What follows belongs to an exercise in optimizing a design on an open flow for small area, a short achievable clock period and few clock cycles; a production flow would make more cautious choices. In this exercise RTL edits were held to simulation tests only and were not proved equivalent to the original. Power is estimated from default activity; no workload was simulated.

`flow/design.v`:
```
`default_nettype wire
module latch #(
  parameter DATA_W = 1
)(
  input clk,
  input reset,
  input en,
  input clear,
  input  [DATA_W-1:0]data_i,
  output [DATA_W-1:0]data_o
);
  reg [DATA_W-1:0]data_ff;
  assign data_o = data_ff;
  always_ff @(posedge clk or posedge reset) begin
    if (reset) begin
      data_ff <= 0;
    end else begin
      data_ff <= clear ? 0 : en ? data_i : data_ff;
    end
  end
endmodule
`default_nettype wire
`default_nettype wire
module alu #(
  parameter DATA_W   = 32,
  parameter ALU_OP_W = 3
)(
  input   [DATA_W-1:0]src_a,
  input   [DATA_W-1:0]src_b,
  input [ALU_OP_W-1:0]op,
  input               alt,
  output logic [DATA_W-1:0]res
);
  localparam SHAMT_W = 5;
  wire signed [DATA_W-1:0]a_sign;
  wire signed [DATA_W-1:0]b_sign;
  assign a_sign = src_a;
  assign b_sign = src_b;
  wire [SHAMT_W-1:0]shamt = src_b[4:0];
  always_comb begin
    case (op)
      3'b000: res = src_a + (alt ? (~src_b + 1) : src_b);
      3'b001: res = src_a << shamt;
      3'b010: res = a_sign < b_sign;
      3'b011: res = src_a < src_b;
      3'b100: res = src_a ^ src_b;
      3'b101: if (alt) res = a_sign >>> shamt;
              else res = src_a >> shamt;
      3'b110: res = src_a | src_b;
      3'b111: res = src_a & src_b;
      default: res = 0;
    endcase
  end
endmodule
`default_nettype wire
`default_nettype wire
module reg_file #(
  parameter ADDR_W = 5,
  parameter DATA_W = 32
)(
  input clk,
  input  [ADDR_W-1:0]raddr0,
  input  [ADDR_W-1:0]raddr1,
  input  [ADDR_W-1:0]waddr,
  input  [DATA_W-1:0]wdata,
  input              we,
  output [DATA_W-1:0]rdata0,
  output [DATA_W-1:0]rdata1
);
  localparam REG_NUM = 2**ADDR_W;
  reg [DATA_W-1:0]x[REG_NUM-1:0];
  wire wr0 = we && (waddr == raddr0);
  wire wr1 = we && (waddr == raddr1);
  assign rdata0 = (raddr0 == 0) ? 0 : wr0 ? wdata : x[raddr0];
  assign rdata1 = (raddr1 == 0) ? 0 : wr1 ? wdata : x[raddr1];
  always @(posedge clk) begin
    if (we) begin
      x[waddr] <= wdata;
    end
  end
endmodule
`default_nettype wire
`default_nettype wire
module control_unit #(
  parameter OP_W     = 7,
  parameter F3_W     = 3,
  parameter F7_W     = 7,
  parameter ALU_OP_W = 3
)(
  input      [OP_W-1:0]opcode,
  input      [F3_W-1:0]funct3,
  input      [F7_W-1:0]funct7,
  output logic               has_imm,
  output logic [ALU_OP_W-1:0]alu_op,
  output logic               alu_alt,
  output logic               rf_we,
  output logic               mem_we,
  output logic               mem2rf,
  output logic               branch,
  output logic               check_eq,
  output logic               jump,
  output logic               is_imm20
);
  always_comb begin
    has_imm  = 1'b0;
    alu_op   = 3'b000;
    alu_alt  = 1'b0;
    rf_we    = 1'b0;
    mem_we   = 1'b0;
    mem2rf   = 1'b0;
    branch   = 1'b0;
    check_eq = 1'b0;
    jump     = 1'b0;
    is_imm20 = 1'b0;
    casez (opcode)
      7'b0010011: begin  
        rf_we   = 1'b1;
        alu_op  = funct3;
        has_imm = 1'b1;
        alu_alt = (funct3 == 3'b101) && funct7[5];
      end
      7'b0110011: begin  
        rf_we   = 1'b1;
        alu_op  = funct3;
        alu_alt = funct7[5];
      end
      7'b0100011: begin  
        has_imm = 1'b1;
        mem_we  = (funct3 == 3'b010);
      end
      7'b0000011: begin  
        has_imm = 1'b1;
        rf_we   = 1'b1;
        mem2rf  = 1'b1;
      end
      7'b1100011: begin  
        alu_alt  = ~funct3[2];
        alu_op   = {1'b0, funct3[2:1]};
        branch   = 1'b1;
        check_eq = funct3[0] ^ ~funct3[2];
      end
      7'b1101111: begin  
        jump     = 1'b1;
        is_imm20 = 1'b1;
        rf_we    = 1'b1;
      end
      7'b1100111: begin  
        has_imm = 1'b1;
        jump    = 1'b1;
        rf_we   = 1'b1;
      end
      default: ;
    endcase
  end
endmodule
`default_nettype wire
module sign_ext #(
  parameter BASE_W = 12,
  parameter RES_W  = 32
)(
  input  [BASE_W-1:0]base_i,
  output  [RES_W-1:0]result_o
);
  localparam SIGN_W = RES_W - BASE_W;
  assign result_o = {{SIGN_W{base_i[BASE_W-1]}}, base_i};
endmodule
`default_nettype wire
module hazard_unit #(
  parameter ADDR_W        = 5,
  parameter ALU_SRC_SEL_W = 2
)(
  input [ADDR_W-1:0]rf_src0_i,
  input [ADDR_W-1:0]rf_src1_i,
  input [ADDR_W-1:0]rf_dst_m_i,
  input             rf_we_m_i,
  input [ADDR_W-1:0]rf_dst_w_i,
  input             rf_we_w_i,
  output [ALU_SRC_SEL_W-1:0]alu_src0_sel_o,
  output [ALU_SRC_SEL_W-1:0]alu_src1_sel_o,
  input [ADDR_W-1:0]rf_src0_d_i,
  input [ADDR_W-1:0]rf_src1_d_i,
  input             has_imm_d_i,
  input [ADDR_W-1:0]rf_dst_e_i,
  input             mem2rf_e_i,
  output latch_en_f_o,
  output latch_clear_d_o,
  input pc_src_i,
  output latch_clear_f_o,
  output latch_clear_e_o
);
  wire src0_bypass_m = rf_src0_i && (rf_src0_i == rf_dst_m_i) && rf_we_m_i;
  wire src0_bypass_w = rf_src0_i && (rf_src0_i == rf_dst_w_i) && rf_we_w_i;
  assign alu_src0_sel_o = src0_bypass_m ? 2'b10 : src0_bypass_w ? 2'b01 : 2'b00;
  wire src1_bypass_m = rf_src1_i && (rf_src1_i == rf_dst_m_i) && rf_we_m_i;
  wire src1_bypass_w = rf_src1_i && (rf_src1_i == rf_dst_w_i) && rf_we_w_i;
  assign alu_src1_sel_o = src1_bypass_m ? 2'b10 : src1_bypass_w ? 2'b01 : 2'b00;
  wire src0_stall_e = rf_src0_d_i && (rf_src0_d_i == rf_dst_e_i);
  wire src1_stall_e = ~has_imm_d_i && rf_src1_d_i && (rf_src1_d_i == rf_dst_e_i);
  wire is_stall     = (src0_stall_e || src1_stall_e) && mem2rf_e_i;
  assign latch_en_f_o    = ~is_stall || pc_src_i;
  assign latch_clear_d_o =  is_stall || pc_src_i;
  assign latch_clear_f_o = pc_src_i;
  assign latch_clear_e_o = pc_src_i;
endmodule
`default_nettype wire
`default_nettype wire
module fetch_stage #(
  parameter PC_W    = 32,
  parameter INSTR_W = 32
)(
  input clk,
  input reset,
  input               pc_src_i,
  input     [PC_W-1:0]pc_branch_i,
  input               latch_en_i,
  input               latch_clear_i,
  output [INSTR_W-1:0]instr_o,
  output    [PC_W-1:0]pc_plus1_o,
  output    [PC_W-1:0]imem_addr_o,
  input  [INSTR_W-1:0]imem_rdata_i
);
  reg  [PC_W-1:0]pc;
  wire [PC_W-1:0]pc_plus1 = pc + 1;
  wire [PC_W-1:0]pc_next  = pc_src_i ? pc_branch_i : pc_plus1;
  wire [INSTR_W-1:0]instr;
  always_ff @(posedge clk or posedge reset) begin
    if (reset) begin
      pc <= {PC_W{1'b0}};
    end else begin
      pc <= latch_en_i ? pc_next : pc;
    end
  end
  assign imem_addr_o = pc;
  assign instr       = imem_rdata_i;
  latch #(.DATA_W(INSTR_W)) instr_l (.clk(clk), .reset(reset), .en(latch_en_i), .clear(latch_clear_i), .data_i(instr), .data_o(instr_o   ));
  latch #(.DATA_W(INSTR_W)) pc_l    (.clk(clk), .reset(reset), .en(latch_en_i), .clear(latch_clear_i), .data_i(pc   ), .data_o(pc_plus1_o));
endmodule
`default_nettype wire
`default_nettype wire
module decode_stage #(
  parameter PC_W       = 32,
  parameter INSTR_W    = 32,
  parameter ADDR_W     = 5,
  parameter DATA_W     = 32,
  parameter ALU_OP_W   = 3,
  parameter IMM_W      = 32
)(
  input clk,
  input reset,
  input   [INSTR_W-1:0]instr_i,
  input      [PC_W-1:0]pc_plus1_i,
  input    [ADDR_W-1:0]rf_waddr_i,
  input    [DATA_W-1:0]rf_wdata_i,
  input                rf_we_i,
  input                latch_en_i,
  input                latch_clear_i,
  output               has_imm_o,
  output [ALU_OP_W-1:0]alu_op_o,
  output               alu_alt_o,
  output               rf_we_o,
  output               mem_we_o,
  output               mem2rf_o,
  output               branch_o,
  output               check_eq_o,
  output               jump_o,
  output    [IMM_W-1:0]imm32_o,
  output   [DATA_W-1:0]rf_data0_o,
  output   [DATA_W-1:0]rf_data1_o,
  output   [ADDR_W-1:0]rf_waddr_o,
  output     [PC_W-1:0]pc_plus1_o,
  output   [ADDR_W-1:0]rf_src0_o,
  output   [ADDR_W-1:0]rf_src1_o,
  output   [ADDR_W-1:0]rf_src0_hu_o,
  output   [ADDR_W-1:0]rf_src1_hu_o,
  output               has_imm_hu_o
);
  localparam IMM12_W    = 12;
  localparam IMM20_W    = 20;
  localparam F3_W       = 3;
  localparam F7_W       = 7;
  localparam OP_W       = 7;
  wire   [OP_W-1:0]opcode = instr_i[6:0];
  wire   [F3_W-1:0]funct3 = instr_i[14:12];
  wire   [F7_W-1:0]funct7 = instr_i[31:25];
  wire [ADDR_W-1:0]r_src0 = instr_i[19:15];
  wire [ADDR_W-1:0]r_src1 = instr_i[24:20];
  logic [IMM12_W-1:0]imm12_sw;
  logic [IMM12_W-1:0]imm12_branch;
  logic [IMM12_W-1:0]imm12_default;
  logic [IMM12_W-1:0]imm12;
  logic [IMM20_W-1:0]imm20;
  wire [ADDR_W-1:0]rf_waddr = instr_i[11:7];
  wire               has_imm;
  wire [ALU_OP_W-1:0]alu_op;
  wire               alu_alt;
  wire               rf_we;
  wire               mem_we;
  wire               mem2rf;
  wire               branch;
  wire               check_eq;
  wire               jump;
  wire               is_imm20;
  always_comb begin
    imm12_sw      = {instr_i[31:25], instr_i[11:7]};
    imm12_branch  = {instr_i[31], instr_i[31], instr_i[7],
                     instr_i[30:25], instr_i[11:9]};
    imm12_default = instr_i[31:20];
    imm12 = mem_we ? imm12_sw : branch ? imm12_branch : imm12_default;
    imm20 = {instr_i[31], instr_i[31], instr_i[19:12], instr_i[20], instr_i[30:22]};
  end
  control_unit #(
    .OP_W    (OP_W    ),
    .F3_W    (F3_W    ),
    .F7_W    (F7_W    ),
    .ALU_OP_W(ALU_OP_W)
  ) control_unit(
    .opcode  (opcode  ),
    .funct3  (funct3  ),
    .funct7  (funct7  ),
    .has_imm (has_imm ),
    .alu_op  (alu_op  ),
    .alu_alt (alu_alt ),
    .rf_we   (rf_we   ),
    .mem_we  (mem_we  ),
    .mem2rf  (mem2rf  ),
    .branch  (branch  ),
    .check_eq(check_eq),
    .jump    (jump    ),
    .is_imm20(is_imm20)
  );
  wire [DATA_W-1:0]rf_data0;
  wire [DATA_W-1:0]rf_data1;
  reg_file #(
    .ADDR_W(ADDR_W),
    .DATA_W(DATA_W)
  ) register_file(
    .clk   (clk       ),
    .raddr0(r_src0    ),
    .raddr1(r_src1    ),
    .waddr (rf_waddr_i),
    .wdata (rf_wdata_i),
    .we    (rf_we_i   ),
    .rdata0(rf_data0  ),
    .rdata1(rf_data1  )
  );
  wire [IMM_W-1:0]imm32;
  wire [IMM_W-1:0]imm32_12;
  wire [IMM_W-1:0]imm32_20;
  sign_ext #(.BASE_W(IMM12_W), .RES_W(IMM_W)) imm12_sext(.base_i(imm12), .result_o(imm32_12));
  sign_ext #(.BASE_W(IMM20_W), .RES_W(IMM_W)) imm20_sext(.base_i(imm20), .result_o(imm32_20));
  assign imm32 = is_imm20 ? imm32_20 : imm32_12;
  latch                      has_imm_l (.clk(clk), .reset(reset), .en(latch_en_i), .clear(latch_clear_i), .data_i(has_imm   ), .data_o(has_imm_o ));
  latch #(.DATA_W(ALU_OP_W)) alu_op_l  (.clk(clk), .reset(reset), .en(latch_en_i), .clear(latch_clear_i), .data_i(alu_op    ), .data_o(alu_op_o  ));
  latch                      alu_alt_l (.clk(clk), .reset(reset), .en(latch_en_i), .clear(latch_clear_i), .data_i(alu_alt   ), .data_o(alu_alt_o ));
  latch                      rf_we_l   (.clk(clk), .reset(reset), .en(latch_en_i), .clear(latch_clear_i), .data_i(rf_we     ), .data_o(rf_we_o   ));
  latch                      mem_we_l  (.clk(clk), .reset(reset), .en(latch_en_i), .clear(latch_clear_i), .data_i(mem_we    ), .data_o(mem_we_o  ));
  latch                      mem2rf_l  (.clk(clk), .reset(reset), .en(latch_en_i), .clear(latch_clear_i), .data_i(mem2rf    ), .data_o(mem2rf_o  ));
  latch                      branch_l  (.clk(clk), .reset(reset), .en(latch_en_i), .clear(latch_clear_i), .data_i(branch    ), .data_o(branch_o  ));
  latch                      check_eq_l(.clk(clk), .reset(reset), .en(latch_en_i), .clear(latch_clear_i), .data_i(check_eq  ), .data_o(check_eq_o));
  latch                      jump_l    (.clk(clk), .reset(reset), .en(latch_en_i), .clear(latch_clear_i), .data_i(jump      ), .data_o(jump_o    ));
  latch #(.DATA_W(IMM_W))    imm32_l   (.clk(clk), .reset(reset), .en(latch_en_i), .clear(latch_clear_i), .data_i(imm32     ), .data_o(imm32_o   ));
  latch #(.DATA_W(DATA_W))   rf_data0_l(.clk(clk), .reset(reset), .en(latch_en_i), .clear(latch_clear_i), .data_i(rf_data0  ), .data_o(rf_data0_o));
  latch #(.DATA_W(DATA_W))   rf_data1_l(.clk(clk), .reset(reset), .en(latch_en_i), .clear(latch_clear_i), .data_i(rf_data1  ), .data_o(rf_data1_o));
  latch #(.DATA_W(ADDR_W))   rf_waddr_l(.clk(clk), .reset(reset), .en(latch_en_i), .clear(latch_clear_i), .data_i(rf_waddr  ), .data_o(rf_waddr_o));
  latch #(.DATA_W(PC_W))     pc_plus1_l(.clk(clk), .reset(reset), .en(latch_en_i), .clear(latch_clear_i), .data_i(pc_plus1_i), .data_o(pc_plus1_o));
  latch #(.DATA_W(ADDR_W))   rf_src0_l (.clk(clk), .reset(reset), .en(latch_en_i), .clear(latch_clear_i), .data_i(r_src0    ), .data_o(rf_src0_o ));
  latch #(.DATA_W(ADDR_W))   rf_src1_l (.clk(clk), .reset(reset), .en(latch_en_i), .clear(latch_clear_i), .data_i(r_src1    ), .data_o(rf_src1_o ));
  assign rf_src0_hu_o = r_src0;
  assign rf_src1_hu_o = r_src1;
  assign has_imm_hu_o = has_imm && !mem_we;
endmodule
`default_nettype wire
`default_nettype wire
module execute_stage #(
  parameter ALU_OP_W      = 3,
  parameter IMM_W         = 32,
  parameter DATA_W        = 32,
  parameter ADDR_W        = 5,
  parameter PC_W          = 32,
  parameter ALU_SRC_SEL_W = 2
)(
  input clk,
  input reset,
  input                 has_imm_i,
  input   [ALU_OP_W-1:0]alu_op_i,
  input                 alu_alt_i,
  input                 rf_we_i,
  input                 mem_we_i,
  input                 mem2rf_i,
  input                 branch_i,
  input                 check_eq_i,
  input                 jump_i,
  input      [IMM_W-1:0]imm32_i,
  input     [DATA_W-1:0]rf_data0_i,
  input     [DATA_W-1:0]rf_data1_i,
  input     [ADDR_W-1:0]rf_waddr_i,
  input       [PC_W-1:0]pc_plus1_i,
  input     [ADDR_W-1:0]rf_src0_i,
  input     [ADDR_W-1:0]rf_src1_i,
  input     [DATA_W-1:0]rf_data_m_i,
  input     [DATA_W-1:0]rf_data_w_i,
  input [ALU_SRC_SEL_W-1:0]alu_src0_sel_i,
  input [ALU_SRC_SEL_W-1:0]alu_src1_sel_i,
  input latch_en_i,
  input latch_clear_i,
  output             rf_we_o,
  output             mem_we_o,
  output             mem2rf_o,
  output             branch_o,
  output             check_eq_o,
  output             jump_o,
  output [DATA_W-1:0]mem_wdata_o,
  output [ADDR_W-1:0]rf_waddr_o,
  output [DATA_W-1:0]alu_result_o,
  output   [PC_W-1:0]pc_branch_o,
  output [ADDR_W-1:0]rf_src0_o,
  output [ADDR_W-1:0]rf_src1_o,
  output [ADDR_W-1:0]rf_dst_o,
  output             mem2rf_hu_o
);
  logic [DATA_W-1:0]alu_src0_rf;
  logic [DATA_W-1:0]alu_src1_rf;
  always_comb begin
    casez(alu_src0_sel_i)
      2'b00:   alu_src0_rf = rf_data0_i;
      2'b01:   alu_src0_rf = rf_data_w_i;
      2'b10:   alu_src0_rf = rf_data_m_i;
      default: alu_src0_rf = 0;
    endcase
  end
  always_comb begin
    casez(alu_src1_sel_i)
      2'b00:   alu_src1_rf = rf_data1_i;
      2'b01:   alu_src1_rf = rf_data_w_i;
      2'b10:   alu_src1_rf = rf_data_m_i;
      default: alu_src1_rf = 0;
    endcase
  end
  wire [PC_W-1:0]pc_branch_pc = pc_plus1_i + imm32_i;
  wire [DATA_W-1:0]alu_src0 = alu_src0_rf;
  wire [DATA_W-1:0]alu_src1 = has_imm_i ? imm32_i : alu_src1_rf;
  wire [DATA_W-1:0]alu_result;
  wire [DATA_W-1:0]pc_plus1;
  wire [DATA_W-1:0]result;
  alu #(
    .DATA_W  (DATA_W  ),
    .ALU_OP_W(ALU_OP_W)
  ) alu (
    .src_a(alu_src0  ),
    .src_b(alu_src1  ),
    .op   (alu_op_i  ),
    .alt  (alu_alt_i ),
    .res  (alu_result)
  );
  assign pc_plus1 = pc_plus1_i + 1;
  assign result   = jump_i ? pc_plus1 : alu_result;
  wire [PC_W-1:0]pc_jalr    = alu_result;
  wire           pc_src_sel = has_imm_i && jump_i;
  wire [PC_W-1:0]pc_branch  = pc_src_sel ? pc_jalr : pc_branch_pc;
  latch rf_we_l   (.clk(clk), .reset(reset), .en(latch_en_i), .clear(latch_clear_i), .data_i(rf_we_i   ), .data_o(rf_we_o   ));
  latch mem_we_l  (.clk(clk), .reset(reset), .en(latch_en_i), .clear(latch_clear_i), .data_i(mem_we_i  ), .data_o(mem_we_o  ));
  latch mem2rf_l  (.clk(clk), .reset(reset), .en(latch_en_i), .clear(latch_clear_i), .data_i(mem2rf_i  ), .data_o(mem2rf_o  ));
  latch branch_l  (.clk(clk), .reset(reset), .en(latch_en_i), .clear(latch_clear_i), .data_i(branch_i  ), .data_o(branch_o  ));
  latch check_eq_l(.clk(clk), .reset(reset), .en(latch_en_i), .clear(latch_clear_i), .data_i(check_eq_i), .data_o(check_eq_o));
  latch jump_l    (.clk(clk), .reset(reset), .en(latch_en_i), .clear(latch_clear_i), .data_i(jump_i    ), .data_o(jump_o    ));
  latch #(.DATA_W(DATA_W)) mem_wdata_l (.clk(clk), .reset(reset), .en(latch_en_i), .clear(latch_clear_i), .data_i(alu_src1_rf), .data_o(mem_wdata_o ));
  latch #(.DATA_W(ADDR_W)) rf_waddr_l  (.clk(clk), .reset(reset), .en(latch_en_i), .clear(latch_clear_i), .data_i(rf_waddr_i ), .data_o(rf_waddr_o  ));
  latch #(.DATA_W(DATA_W)) alu_result_l(.clk(clk), .reset(reset), .en(latch_en_i), .clear(latch_clear_i), .data_i(result     ), .data_o(alu_result_o));
  latch #(.DATA_W(PC_W))   pc_branch_l (.clk(clk), .reset(reset), .en(latch_en_i), .clear(latch_clear_i), .data_i(pc_branch  ), .data_o(pc_branch_o  ));
  assign rf_src0_o = rf_src0_i;
  assign rf_src1_o = rf_src1_i;
  assign rf_dst_o    = rf_waddr_i;
  assign mem2rf_hu_o = mem2rf_i;
endmodule
`default_nettype wire
`default_nettype wire
module memory_stage #(
  parameter DATA_W = 32,
  parameter ADDR_W = 5,
  parameter PC_W   = 32
)(
  input clk,
  input reset,
  input              rf_we_i,
  input              mem_we_i,
  input              mem2rf_i,
  input              branch_i,
  input              check_eq_i,
  input              jump_i,
  input  [DATA_W-1:0]mem_wdata_i,
  input  [ADDR_W-1:0]rf_waddr_i,
  input  [DATA_W-1:0]alu_result_i,
  input    [PC_W-1:0]pc_branch_i,
  input latch_en_i,
  input latch_clear_i,
  output             rf_we_o,
  output [ADDR_W-1:0]rf_waddr_o,
  output             mem2rf_o,
  output [DATA_W-1:0]mem_rdata_o,
  output [DATA_W-1:0]alu_result_o,
  output             pc_src_o,
  output   [PC_W-1:0]pc_branch_o,
  output [DATA_W-1:0]rf_data_o,
  output [ADDR_W-1:0]rf_dst_o,
  output             rf_we_hu_o,
  output             pc_src_hu_o,
  output [DATA_W-1:0]dmem_addr_o,
  output [DATA_W-1:0]dmem_wdata_o,
  output             dmem_we_o,
  input  [DATA_W-1:0]dmem_rdata_i
);
  localparam MEM_ELEM_W = 8;
  assign pc_src_o    = jump_i || branch_i && (check_eq_i ^ |alu_result_i);
  assign pc_branch_o = pc_branch_i;
  wire [DATA_W-1:0]mem_rdata;
  assign dmem_addr_o  = alu_result_i;
  assign dmem_wdata_o = mem_wdata_i;
  assign dmem_we_o    = mem_we_i;
  assign mem_rdata    = dmem_rdata_i;
  latch                    rf_we_l     (.clk(clk), .reset(reset), .en(latch_en_i), .clear(latch_clear_i), .data_i(rf_we_i      ), .data_o(rf_we_o     ));
  latch #(.DATA_W(ADDR_W)) rf_waddr_l  (.clk(clk), .reset(reset), .en(latch_en_i), .clear(latch_clear_i), .data_i(rf_waddr_i   ), .data_o(rf_waddr_o  ));
  latch                    mem2rf_l    (.clk(clk), .reset(reset), .en(latch_en_i), .clear(latch_clear_i), .data_i(mem2rf_i     ), .data_o(mem2rf_o    ));
  latch #(.DATA_W(DATA_W)) mem_rdata_l (.clk(clk), .reset(reset), .en(latch_en_i), .clear(latch_clear_i), .data_i(mem_rdata    ), .data_o(mem_rdata_o ));
  latch #(.DATA_W(DATA_W)) alu_result_l(.clk(clk), .reset(reset), .en(latch_en_i), .clear(latch_clear_i), .data_i(alu_result_i ), .data_o(alu_result_o));
  assign rf_data_o   = alu_result_i;
  assign rf_dst_o    = rf_waddr_i;
  assign rf_we_hu_o  = rf_we_i;
  assign pc_src_hu_o = pc_src_o;
endmodule
`default_nettype wire
`default_nettype wire
module writeback_stage #(
  parameter ADDR_W = 5,
  parameter DATA_W = 32
)(
  input clk,
  input              rf_we_i,
  input  [ADDR_W-1:0]rf_waddr_i,
  input              mem2rf_i,
  input  [DATA_W-1:0]mem_rdata_i,
  input  [DATA_W-1:0]alu_result_i,
  output logic             rf_we_o,
  output logic [ADDR_W-1:0]rf_waddr_o,
  output logic [DATA_W-1:0]alu_result_o,
  output [DATA_W-1:0]rf_data_o,
  output [ADDR_W-1:0]rf_dst_o,
  output             rf_we_hu_o
);
  always_comb begin
    rf_we_o      = rf_we_i;
    rf_waddr_o   = rf_waddr_i;
    alu_result_o = mem2rf_i ? mem_rdata_i : alu_result_i;
  end
  assign rf_data_o  = alu_result_o;
  assign rf_dst_o   = rf_waddr_i;
  assign rf_we_hu_o = rf_we_i;
endmodule
`default_nettype wire
`default_nettype wire
module cpu #(
  parameter PC_W          = 32,
  parameter INSTR_W       = 32,
  parameter ADDR_W        = 5,
  parameter DATA_W        = 32,
  parameter ALU_OP_W      = 3,
  parameter IMM_W         = 32,
  parameter ALU_SRC_SEL_W = 2
)(
  input clk,
  input reset,
  output    [PC_W-1:0]imem_addr,
  input  [INSTR_W-1:0]imem_rdata,
  output  [DATA_W-1:0]dmem_addr,
  output  [DATA_W-1:0]dmem_wdata,
  output              dmem_we,
  input   [DATA_W-1:0]dmem_rdata,
  output              wb_we,
  output  [ADDR_W-1:0]wb_rd,
  output  [DATA_W-1:0]wb_data
);
  wire        [ADDR_W-1:0]e_rf_src0_hu;
  wire        [ADDR_W-1:0]e_rf_src1_hu;
  wire        [ADDR_W-1:0]m_rf_dst_hu;
  wire        [ADDR_W-1:0]w_rf_dst_hu;
  wire                    m_rf_we_hu;
  wire                    w_rf_we_hu;
  wire [ALU_SRC_SEL_W-1:0]hu_alu_src0_sel_e;
  wire [ALU_SRC_SEL_W-1:0]hu_alu_src1_sel_e;
  wire [ADDR_W-1:0]d_rf_src0_hu;
  wire [ADDR_W-1:0]d_rf_src1_hu;
  wire             d_has_imm_hu;
  wire [ADDR_W-1:0]e_rf_dst_hu;
  wire             e_mem2rf_hu;
  wire             hu_latch_en_f;
  wire             hu_latch_clear_d;
  wire m_pc_src_hu;
  wire hu_latch_clear_f;
  wire hu_latch_clear_e;
  hazard_unit hu(
    .rf_src0_i      (e_rf_src0_hu     ),
    .rf_src1_i      (e_rf_src1_hu     ),
    .rf_dst_m_i     (m_rf_dst_hu      ),
    .rf_dst_w_i     (w_rf_dst_hu      ),
    .rf_we_m_i      (m_rf_we_hu       ),
    .rf_we_w_i      (w_rf_we_hu       ),
    .alu_src0_sel_o (hu_alu_src0_sel_e),
    .alu_src1_sel_o (hu_alu_src1_sel_e),
    .rf_src0_d_i    (d_rf_src0_hu     ),
    .rf_src1_d_i    (d_rf_src1_hu     ),
    .has_imm_d_i    (d_has_imm_hu     ),
    .rf_dst_e_i     (e_rf_dst_hu      ),
    .mem2rf_e_i     (e_mem2rf_hu      ),
    .latch_en_f_o   (hu_latch_en_f    ),
    .latch_clear_d_o(hu_latch_clear_d ),
    .pc_src_i       (m_pc_src_hu      ),
    .latch_clear_f_o(hu_latch_clear_f ),
    .latch_clear_e_o(hu_latch_clear_e )
  );
  wire              m_pc_src_f;
  wire    [PC_W-1:0]m_pc_branch_f;
  wire [INSTR_W-1:0]f_instr_d;
  wire    [PC_W-1:0]f_pc_plus1_d;
  fetch_stage fetch(
    .clk          (clk             ),
    .reset        (reset           ),
    .pc_src_i     (m_pc_src_f      ),
    .pc_branch_i  (m_pc_branch_f   ),
    .latch_en_i   (hu_latch_en_f   ),
    .latch_clear_i(hu_latch_clear_f),
    .instr_o      (f_instr_d       ),
    .pc_plus1_o   (f_pc_plus1_d    ),
    .imem_addr_o  (imem_addr       ),
    .imem_rdata_i (imem_rdata      )
  );
  wire [ADDR_W-1:0]w_rf_waddr_d;
  wire [DATA_W-1:0]w_rf_wdata_d;
  wire             w_rf_we_d;
  wire               d_has_imm_e;
  wire [ALU_OP_W-1:0]d_alu_op_e;
  wire               d_alu_alt_e;
  wire               d_rf_we_e;
  wire               d_mem_we_e;
  wire               d_mem2rf_e;
  wire               d_branch_e;
  wire               d_check_eq_e;
  wire               d_jump_e;
  wire    [IMM_W-1:0]d_imm32_e;
  wire   [DATA_W-1:0]d_rf_data0_e;
  wire   [DATA_W-1:0]d_rf_data1_e;
  wire   [ADDR_W-1:0]d_rf_waddr_e;
  wire     [PC_W-1:0]d_pc_plus1_e;
  wire   [ADDR_W-1:0]d_rf_src0_e;
  wire   [ADDR_W-1:0]d_rf_src1_e;
  wire latch_en_d    = 1'b1;
  decode_stage decode(
    .clk          (clk             ),
    .reset        (reset           ),
    .instr_i      (f_instr_d       ),
    .pc_plus1_i   (f_pc_plus1_d    ),
    .rf_waddr_i   (w_rf_waddr_d    ),
    .rf_wdata_i   (w_rf_wdata_d    ),
    .rf_we_i      (w_rf_we_d       ),
    .latch_en_i   (latch_en_d      ),
    .latch_clear_i(hu_latch_clear_d),
    .has_imm_o    (d_has_imm_e     ),
    .alu_op_o     (d_alu_op_e      ),
    .alu_alt_o    (d_alu_alt_e     ),
    .rf_we_o      (d_rf_we_e       ),
    .mem_we_o     (d_mem_we_e      ),
    .mem2rf_o     (d_mem2rf_e      ),
    .branch_o     (d_branch_e      ),
    .check_eq_o   (d_check_eq_e    ),
    .jump_o       (d_jump_e        ),
    .imm32_o      (d_imm32_e       ),
    .rf_data0_o   (d_rf_data0_e    ),
    .rf_data1_o   (d_rf_data1_e    ),
    .rf_waddr_o   (d_rf_waddr_e    ),
    .pc_plus1_o   (d_pc_plus1_e    ),
    .rf_src0_o    (d_rf_src0_e     ),
    .rf_src1_o    (d_rf_src1_e     ),
    .rf_src0_hu_o (d_rf_src0_hu    ),
    .rf_src1_hu_o (d_rf_src1_hu    ),
    .has_imm_hu_o (d_has_imm_hu    )
  );
  wire [DATA_W-1:0]m_rf_data_e;
  wire [DATA_W-1:0]w_rf_data_e;
  wire latch_en_e    = 1'b1;
  wire             e_rf_we_m;
  wire             e_mem_we_m;
  wire             e_mem2rf_m;
  wire             e_branch_m;
  wire             e_check_eq_m;
  wire             e_jump_m;
  wire [DATA_W-1:0]e_mem_wdata_m;
  wire [ADDR_W-1:0]e_rf_waddr_m;
  wire [DATA_W-1:0]e_alu_result_m;
  wire   [PC_W-1:0]e_pc_branch_m;
  execute_stage execute(
    .clk           (clk              ),
    .reset         (reset            ),
    .has_imm_i     (d_has_imm_e      ),
    .alu_op_i      (d_alu_op_e       ),
    .alu_alt_i     (d_alu_alt_e      ),
    .rf_we_i       (d_rf_we_e        ),
    .mem_we_i      (d_mem_we_e       ),
    .mem2rf_i      (d_mem2rf_e       ),
    .branch_i      (d_branch_e       ),
    .check_eq_i    (d_check_eq_e     ),
    .jump_i        (d_jump_e         ),
    .imm32_i       (d_imm32_e        ),
    .rf_data0_i    (d_rf_data0_e     ),
    .rf_data1_i    (d_rf_data1_e     ),
    .rf_waddr_i    (d_rf_waddr_e     ),
    .pc_plus1_i    (d_pc_plus1_e     ),
    .rf_src0_i     (d_rf_src0_e      ),
    .rf_src1_i     (d_rf_src1_e      ),
    .rf_data_m_i   (m_rf_data_e      ),
    .rf_data_w_i   (w_rf_data_e      ),
    .alu_src0_sel_i(hu_alu_src0_sel_e),
    .alu_src1_sel_i(hu_alu_src1_sel_e),
    .latch_en_i    (latch_en_e       ),
    .latch_clear_i (hu_latch_clear_e ),
    .rf_we_o       (e_rf_we_m        ),
    .mem_we_o      (e_mem_we_m       ),
    .mem2rf_o      (e_mem2rf_m       ),
    .branch_o      (e_branch_m       ),
    .check_eq_o    (e_check_eq_m     ),
    .jump_o        (e_jump_m         ),
    .mem_wdata_o   (e_mem_wdata_m    ),
    .rf_waddr_o    (e_rf_waddr_m     ),
    .alu_result_o  (e_alu_result_m   ),
    .pc_branch_o   (e_pc_branch_m    ),
    .rf_src0_o     (e_rf_src0_hu     ),
    .rf_src1_o     (e_rf_src1_hu     ),
    .rf_dst_o      (e_rf_dst_hu      ),
    .mem2rf_hu_o   (e_mem2rf_hu      )
  );
  wire latch_en_m    = 1'b1;
  wire latch_clear_m = 1'b0;
  wire             m_rf_we_w;
  wire [ADDR_W-1:0]m_rf_waddr_w;
  wire             m_mem2rf_w;
  wire [DATA_W-1:0]m_mem_rdata_w;
  wire [DATA_W-1:0]m_alu_result_w;
  memory_stage memory(
    .clk          (clk           ),
    .reset        (reset         ),
    .rf_we_i      (e_rf_we_m     ),
    .mem_we_i     (e_mem_we_m    ),
    .mem2rf_i     (e_mem2rf_m    ),
    .branch_i     (e_branch_m    ),
    .check_eq_i   (e_check_eq_m  ),
    .jump_i       (e_jump_m      ),
    .mem_wdata_i  (e_mem_wdata_m ),
    .rf_waddr_i   (e_rf_waddr_m  ),
    .alu_result_i (e_alu_result_m),
    .pc_branch_i  (e_pc_branch_m ),
    .latch_en_i   (latch_en_m    ),
    .latch_clear_i(latch_clear_m ),
    .rf_we_o      (m_rf_we_w     ),
    .rf_waddr_o   (m_rf_waddr_w  ),
    .mem2rf_o     (m_mem2rf_w    ),
    .pc_src_o     (m_pc_src_f    ),
    .mem_rdata_o  (m_mem_rdata_w ),
    .alu_result_o (m_alu_result_w),
    .pc_branch_o  (m_pc_branch_f ),
    .rf_data_o    (m_rf_data_e   ),
    .rf_dst_o     (m_rf_dst_hu   ),
    .rf_we_hu_o   (m_rf_we_hu    ),
    .pc_src_hu_o  (m_pc_src_hu   ),
    .dmem_addr_o  (dmem_addr     ),
    .dmem_wdata_o (dmem_wdata    ),
    .dmem_we_o    (dmem_we       ),
    .dmem_rdata_i (dmem_rdata    )
  );
  writeback_stage writeback(
    .clk         (clk           ),
    .rf_we_i     (m_rf_we_w     ),
    .rf_waddr_i  (m_rf_waddr_w  ),
    .mem2rf_i    (m_mem2rf_w    ),
    .mem_rdata_i (m_mem_rdata_w ),
    .alu_result_i(m_alu_result_w),
    .rf_we_o     (w_rf_we_d     ),
    .rf_waddr_o  (w_rf_waddr_d  ),
    .alu_result_o(w_rf_wdata_d  ),
    .rf_data_o   (w_rf_data_e   ),
    .rf_dst_o    (w_rf_dst_hu   ),
    .rf_we_hu_o  (w_rf_we_hu    )
  );
  assign wb_we   = w_rf_we_d;
  assign wb_rd   = w_rf_waddr_d;
  assign wb_data = w_rf_wdata_d;
endmodule
`default_nettype wire
```
`flow/run.sh`:
```
#!/bin/bash
# synth_recipe.tcl (not shown) runs the flow's synth.tcl, then flattens the netlist and writes it again
# the make line also repeats each setting of config.mk as NAME=value (left out here)
make -C /OpenROAD-flow-scripts/flow DESIGN_CONFIG=/design/flow/config.mk WORK_HOME=/design/flow/orfs CLKGATE_MAP_FILE= SYNTH_SCRIPT=/design/flow/synth_recipe.tcl finish
```
`flow/config.mk`:
```
export PLATFORM = sky130hd
export DESIGN_NAME = cpu
export DESIGN_NICKNAME = cpu
export VERILOG_FILES = /design/flow/design.v
export SDC_FILE = /design/flow/constraint.sdc
export NUM_CORES = 4
export LEC_CHECK = 0
export CAP_MARGIN = 20
export CORE_MARGIN = 2
export CORE_UTILIZATION = 40
export SLEW_MARGIN = 20
```
`flow/constraint.sdc`:
```
create_clock -name core_clock -period 10.0 [get_ports {clk}]
set_input_delay 2.0000 -clock core_clock [delete_from_list [all_inputs] [get_ports {clk}]]
set_output_delay 2.0000 -clock core_clock [all_outputs]
set_load 0.01 [all_outputs]
```
==> results.txt <==
-- kinds of logic (layout without fill, tap and decap cells) --
family,Yosys count,in the layout,synth area share
DFF,1439,1439,0.5468
and+or+nand+nor,1174,1174,0.07473
AOI/OAI and AO/OA,1100,1100,0.09632
muxes,752,752,0.2072
buffers and inverters,509,787,0.02653
xor gates and xnor gates,181,181,0.02107
adders and majority gates,163,163,0.02731
other,0,8,0
-- flip-flops by register name, indices dropped and copies added (netlist names), 3 cells and up --
name / count
decode.rf_data0_l.data_ff: 32
execute.pc_branch_l.data_ff: 32
decode.rf_src1_l.data_ff: 5
decode.pc_plus1_l.data_ff: 32
decode.rf_src0_l.data_ff: 5
decode.alu_op_l.data_ff: 3
decode.rf_waddr_l.data_ff: 5
execute.rf_waddr_l.data_ff: 5
decode.rf_data1_l.data_ff: 32
memory.alu_result_l.data_ff: 32
execute.alu_result_l.data_ff: 32
decode.imm32_l.data_ff: 19
memory.rf_waddr_l.data_ff: 5
execute.mem_wdata_l.data_ff: 32
fetch.pc_l.data_ff: 32
memory.mem_rdata_l.data_ff: 32
decode.register_file.x: 1024
fetch.instr_l.data_ff: 32
fetch.pc: 32
-- path summary, 6_finish.rpt --
kind,to,cells after the start,slack [ns]
worst min-delay path,memory.rf_we_l.data_ff,0,0.40
worst min register to register,memory.rf_we_l.data_ff,0,0.40
worst max register to register,execute.alu_result_l.data_ff[29],23,1.99
max in group asynchronous,memory.mem_rdata_l.data_ff[11],4,6.72
min in group asynchronous,execute.mem_wdata_l.data_ff[3],3,1.69
worst max-delay path,execute.alu_result_l.data_ff[29],23,1.99
-- worst max-delay path, delay by kind of cell, from the launching register on --
| family | cells | cell delay [ns] |
|---|---|---|
| buffers and inverters | 1 | 0.22 |
| and+or+nand+nor | 9 | 2.50 |
| xor gates and xnor gates | 2 | 0.68 |
| DFF | 1 | 0.41 |
| adders and majority gates | 1 | 0.38 |
| AOI/OAI and AO/OA | 10 | 3.64 |
-- synth_stat cells (97+ instances only) --
master    instances
a21oi_1         316
inv_1           111
clkbuf_1        266
o21ai_0         198
nor2_1          327
ha_1            161
xnor2_1         112
nand2_1         251
dfrtp_1         415
mux4_2          641
and3_1           97
nand3_1         221
edfxtp_1       1024
-- per-stage QoR --
step	cells	setup WS [ns]	instance area (um^2)	hold slack, ns	utilization
global route	8097	1.741	85810	0.4128	0.4579
CTS	8091	2.237	85780	0.4041	0.4577
finish	8099	1.990	85820	0.4004	0.4579
floorplan	5318	2.404	75230	0.3312	-
detailed placement	7802	2.230	80660	0.3942	0.4304
global placement	7802	2.335	80640	0.4006	0.4303
-- final cells by class --
| type | count | share of cell area |
|---|---|---|
| flip-flops and latches | 1439 | 0.4798 |
| multi-input cells | 3370 | 0.3784 |
| clock buffers | 207 | 0.04915 |
| repair buffers | 381 | 0.04033 |
| well taps | 2495 | 0.03638 |
| clock inverters | 82 | 0.01056 |
| inverters | 117 | 0.005161 |
| diodes | 8 | 0.0002333 |
-- metal layers --
| layer | GRT usage | vias up |
|---|---|---|
| met5 | 0 | - |
| met4 | 0.1600 | 2 |
| met3 | 0.05144 | 580 |
| met2 | 0.4598 | 2551 |
| met1 | 0.3688 | 27180 |
| li1 | - | 21490 |
-- power by group --
part	internal [mW]	switching (mW)	leakage [nW]	total [mW]
clock	3.29	2.51	2.48	5.79
sequential	7.50	0.565	14.2	8.07
combinational	1.90	3.59	13.3	5.49
==> results.ini <==
[setup_path]
path_class=reg -> reg
required_ns=10.66
worstPathCellList=or4_4 -> o211a_1 -> and2_2 -> o31ai_1 -> o21a_1 -> nor4_2 -> nand4_1 -> or2_1 -> nand2_1 -> xnor2_1 -> ha_1 -> and3_1 -> a221oi_1 -> nand4b_1 -> o21ai_0 -> buf_4 -> a21oi_1 -> o221a_2 -> a211oi_1 -> xor2_1 -> nand2_1 -> a221oi_1 -> a211oi_1
crit_fanout=20
critPathSlowestCell=o31ai_1
r2r_start=decode.rf_src1_l.data_ff[3]
crit_path_end_kind=flop
cp-start-kind=flop
crit_path_max_incr_delay_ns=0.67
critical_path.startpoint=decode.rf_src1_l.data_ff[3]
cp_data_arrival_time_ns=8.67

[final_layout]
register_area_um2=41170
area_growth_pct=14.08
fill_cells=16450
final_cell_mix=1024 x edfxtp_1, 641 x mux4_2, 403 x dfrtp_1
nNetsFinal=5694
drive_above_1_share=0.2135
multi_input_area_um2=32470
final_common_cell=edfxtp_1

[routing]
wl_met2_mm=131.9
route.detailed.drc=0
top_layer_used=met5
wl_per_cell_um=34.17
avgViaCountPerCell=6.395
wl_met3_mm=20.82
routed_wl_mm=276.8
drt_pass1_iterations=6
num_vias=51800
drtIter0Drc=6372
antenna_left=0
m1WireLength_mm=106.4

[place]
gp_congestion=1.073
io_buffer_count=200
hpwlAfterDp_mm=182.8

[cts]
cts_resized=0
clk_latency_ns=0.84
cts_tree=built
root_buffer=clkbuf_16
cts_hold_buffers=0
cts_sinks=1439
cts_max_path_buffers=3
cts_buffers=156
post_cts_buffers=0
cts-htree-levels=4
clk_pin_slew_ns=0.06

[global_route]
grt_pass1_wl_mm=390.7
track_usage=0.2866
grt-ovfl-total=0
antenna_found_initial=7
grt_pass1_vias=51320
grt_max_degree=139

[sta]
hold_viol_final=0
report.final.setup_viol=0
maxSlewHeadroom=0.1726
skew_ns=0.04345
worstMarginPinSlew_ns=1.228
tns_ns=0
drv_slew=0
clock.fmax_ghz=0.1248
rsz0062_at_grt=no
fin_crit_sh=0.8010
layout_min_cycle_time_ns=8.010

[synthesis]
ys_warn_count=11
syn_inst=5318
synthFlopType=edfxtp_1
ys_seq_elements=1439
synth-edff-count=1024
synthArstFlopShare=0.2884
synth_top_area_cell=edfxtp_1
syn_area_um2=75230
syn_avg_cell_area_um2=14.15
synth_top_area_frac=0.4088
syn-num-nets=5547
synthTopCellsByArea=edfxtp_1 41%, mux4_2 19%, dfrtp_1 14%
ys_seq_area_frac=0.5468
ys_types=92

[floorplanning]
fp.coreArea_um2=187400
die_area_um2=191600
boundaryPins=201
initial_core_util=0.4014
die_h_um=437.7
rows=159
die_w_um=437.7

[power]
power.leakage_nw=29.95
p_total_mw=19.36
ir_drop_mv=0.1934
power.density_nw_per_um2=225.6

[run]
maxCapViolCount=0

[hold_path]
hp-class=reg -> reg
hp-start=execute.rf_we_l.data_ff

[outcome]
status=no timing/DRC/antenna violations

Testbench counts, summed over its fixed seeds: cycles 25,032.

==> re-timing with driven ports <==
No port has a modelled driver above. Below, the same layout with a new extraction and two added sets of constraints.
Step 1, drivers: a clkbuf_16 drives clk and a buf_2 each remaining input, both assumed.
Step 2 times the ports against the registers' clock, not the clock port: input delays grow and output delays shrink by t, the midpoint of the rising clock arrivals with the driver on.
Three values: ideal, step 1, step 2; two values: the first two.
t, ns: 0.911
setup WS [ns]: 1.990 / 1.990 / 1.990
hold WS [ns]: 0.400 / 0.400 / 0.400
worst slew at a driven data input, ns: 0.08
pins driven straight from the clock port: 1
After both steps setup and hold are still met in this run. For this run, drivers alone change the setup slack by 0.000 ns; drivers and shift together by 0.000 ns.
